What follows belongs to an exercise in optimizing a design on an open flow for a short achievable clock period and few clock cycles; a production flow would make more cautious choices. Only simulation tests tie the RTL to the original design; equivalence was not proved. No activity file was given, so power comes from the tool's default toggle rates.

## run 5
## TopLevel
module TopLevel(
	input Reset,    
          Clk,	    
	output logic Ack,	    
	output [9:0] InstAddr,
	input  [8:0] InstData,
	output [7:0] DataAddr,
	output [7:0] DataWrite,
	output       DataWriteEn,
	input  [7:0] DataRead
);
function automatic logic [8:0] padd8(input logic [7:0] a, input logic [7:0] b, input logic cin);
  logic [7:0] g, p, gg, pp, gn, pn;
  logic [8:0] c;
  g = a & b;
  p = a ^ b;
  gg = g; pp = p;
  for (int d = 1; d < 8; d = d * 2) begin
    gn = gg; pn = pp;
    for (int i = d; i < 8; i++) begin
      gn[i] = gg[i] | (pp[i] & gg[i-d]);
      pn[i] = pp[i] & pp[i-d];
    end
    gg = gn; pp = pn;
  end
  c[0] = cin;
  for (int i = 0; i < 8; i++) c[i+1] = gg[i] | (pp[i] & cin);
  padd8 = {c[8], p ^ c[7:0]};
endfunction
function automatic logic [9:0] pinc10(input logic [9:0] a);
  logic [9:0] r;
  for (int i = 0; i < 10; i++) r[i] = a[i] ^ (&(a | ~((10'd1 << i) - 10'd1)));
  pinc10 = r;
endfunction
function automatic logic ge7(input logic [6:0] a, input logic [6:0] b);
  logic [7:0] gt, eq, gt2, eq2;
  for (int i = 0; i < 7; i++) begin
    gt[i] = a[i] & ~b[i];
    eq[i] = ~(a[i] ^ b[i]);
  end
  gt[7] = 1'b0; eq[7] = 1'b1;
  for (int d = 1; d < 8; d = d * 2)
    for (int i = 0; i < 8; i += 2 * d) begin
      gt[i + 2*d - 1] = gt[i + 2*d - 1] | (eq[i + 2*d - 1] & gt[i + d - 1]);
      eq[i + 2*d - 1] = eq[i + 2*d - 1] & eq[i + d - 1];
    end
  ge7 = gt[7] | eq[7];
endfunction
logic [9:0] pc;
logic [7:0] rf [0:7];       
logic       isVal;          
logic       halted;
  ...
Size in the first run: ~2000 cells after synthesis, ~23000 sq um of cells after synthesis.
make LEC_CHECK=0 ABC_CLOCK_PERIOD_IN_PS=2000 CAP_MARGIN=20 CORE_MARGIN=2 CORE_UTILIZATION=40 SETUP_SLACK_MARGIN=2.3 SLEW_MARGIN=20 TNS_END_PERCENT=100 finish   # period 4.2 ns
run.sh (not shown) runs the stock make flow with config.mk's settings and CLKGATE_MAP_FILE= SYNTH_SCRIPT=/design/flow/synth_recipe.tcl, a recipe that flattens the netlist after the stock synthesis.
Testbench counts of run 5, summed over its fixed seeds: cycles 65,439.
[inputs] run 4 vs run 5
--- a/flow/design.v
+++ b/flow/design.v
@@ -18,47 +18,47 @@
 	output [7:0] DataAddr,
 	output [7:0] DataWrite,
 	output       DataWriteEn,
 	input  [7:0] DataRead
 );
 function automatic logic [8:0] padd8(input logic [7:0] a, input logic [7:0] b, input logic cin);
-  logic [7:0] g, p, gg, pp, gn, pn;
+  logic [7:0] g, t, gg, tt, gn, tn;
   logic [8:0] c;
   g = a & b;
-  p = a ^ b;
-  gg = g; pp = p;
+  t = a | b;            
+  gg = g; tt = t;
   for (int d = 1; d < 8; d = d * 2) begin
-    gn = gg; pn = pp;
+    gn = gg; tn = tt;
     for (int i = d; i < 8; i++) begin
-      gn[i] = gg[i] | (pp[i] & gg[i-d]);
-      pn[i] = pp[i] & pp[i-d];
+      gn[i] = gg[i] | (tt[i] & gg[i-d]);
+      tn[i] = tt[i] & tt[i-d];
     end
-    gg = gn; pp = pn;
+    gg = gn; tt = tn;
   end
   c[0] = cin;
-  for (int i = 0; i < 8; i++) c[i+1] = gg[i] | (pp[i] & cin);
-  padd8 = {c[8], p ^ c[7:0]};
+  for (int i = 0; i < 8; i++) c[i+1] = gg[i] | (tt[i] & cin);
+  padd8 = {c[8], (a ^ b) ^ c[7:0]};
 endfunction
 function automatic logic [9:0] pinc10(input logic [9:0] a);
   logic [9:0] r;
   for (int i = 0; i < 10; i++) r[i] = a[i] ^ (&(a | ~((10'd1 << i) - 10'd1)));
   pinc10 = r;
 endfunction
 function automatic logic ge7(input logic [6:0] a, input logic [6:0] b);
-  logic [7:0] gt, eq, gt2, eq2;
+  logic [7:0] g, t;
   for (int i = 0; i < 7; i++) begin
-    gt[i] = a[i] & ~b[i];
-    eq[i] = ~(a[i] ^ b[i]);
+    g[i] = a[i] & ~b[i];
+    t[i] = a[i] | ~b[i];
   end
-  gt[7] = 1'b0; eq[7] = 1'b1;
+  g[7] = 1'b0; t[7] = 1'b1;
   for (int d = 1; d < 8; d = d * 2)
     for (int i = 0; i < 8; i += 2 * d) begin
-      gt[i + 2*d - 1] = gt[i + 2*d - 1] | (eq[i + 2*d - 1] & gt[i + d - 1]);
-      eq[i + 2*d - 1] = eq[i + 2*d - 1] & eq[i + d - 1];
+      g[i + 2*d - 1] = g[i + 2*d - 1] | (t[i + 2*d - 1] & g[i + d - 1]);
+      t[i + 2*d - 1] = t[i + 2*d - 1] & t[i + d - 1];
     end
-  ge7 = gt[7] | eq[7];
+  ge7 = g[7] | t[7];
 endfunction
 logic [9:0] pc;
 logic [7:0] rf [0:7];       
 logic       isVal;          
 logic       halted;
 logic [7:0] valDest;        
@@ -246,13 +246,13 @@
     xRdx      <= go & isRdx;
     xInc      <= go & isInc;
     xLd       <= go & isLd;
     xImm      <= go & (isVal | fuse);
     xShift    <= go & isShift;
     xCmp      <= go & isCmpF;
-    xSt       <= go & ~mis & isSt;
+    xSt       <= go & isSt;
     xFc       <= go & fuse & fiFval;
     xWe       <= {8{go}} & weD;
     rWe       <= xWeK;
     kill      <= mis;
     killF     <= misF;
     pendBge   <= go & foldBge;
@@ -312,9 +312,9 @@
     end
   end
 end
 assign InstAddr    = pc;
 assign DataAddr    = opB;
 assign DataWrite   = opA;
-assign DataWriteEn = xSt;
+assign DataWriteEn = xSt & ~kill;    
 assign Ack         = halted;
 endmodule
Taking run 5 as the reference, in run 4 power rose by 2.6%, final instance area up about 1.2%.
Min worst supply voltage drop on vdd across run 4 and run 5: run 5
Of run 4 and run 5, the run reporting the lower clock group total power was run 5.
The run showing the greater required time of the worst setup path is run 5.
Post-cts resize count: run 4 vs run 5 down 13%
Compared to run 5, run 4 has total routing usage reported by global routing 0.46 points higher.
Of run 4 and run 5, the run reporting the higher number of cell instances on the worst register-to-register path was run 4.
Lower clock tree cell share of total cell area was reported by run 5, not run 4.
Compared with run 5, run 4 shows a higher end-of-flow core utilization.
Worst-case headroom to the max-slew limit, run 4 and run 5, higher one = run 5.
Detailed placement HPWL is lower on run 5
Testbench counts of run 4, summed over its fixed seeds: cycles 65,439.

==> what the ideal ports hide <==
The results above use ideal ports. As a check the final layouts listed here were re-extracted and re-timed, cells and wires unchanged.
Step 1 (the two cells are an assumption about what drives the block):
set clk [get_ports {Clk}]
set_driving_cell -lib_cell sky130_fd_sc_hd__clkbuf_16 $clk
set_driving_cell -lib_cell sky130_fd_sc_hd__buf_2 [delete_from_list [all_inputs] $clk]
Step 2 moves the port delays by t, midway between the first and last clock arrival at a register: inputs arrive t later, outputs are due t later. That takes back most of the time a late clock gives input paths.
Slacks: ideal ports / drivers / drivers and shift; pairs: ideal ports / drivers.
| run | t, ns | setup WS [ns] | worst setup path after step 2 | slew at the worst register clock pin (ns) |
|---|---|---|---|---|
| run 5 | 0.673 | 1.845 / 1.830 / 1.199 | input to register | 0.07 / 0.07 |
| run 4 | 0.661 | 1.903 / 1.888 / 1.275 | input to register | 0.07 / 0.07 |
After both steps every run listed still meets setup and hold. For run 5, which loses most, drivers alone change the setup slack by -0.015 ns; drivers and shift together by -0.646 ns.
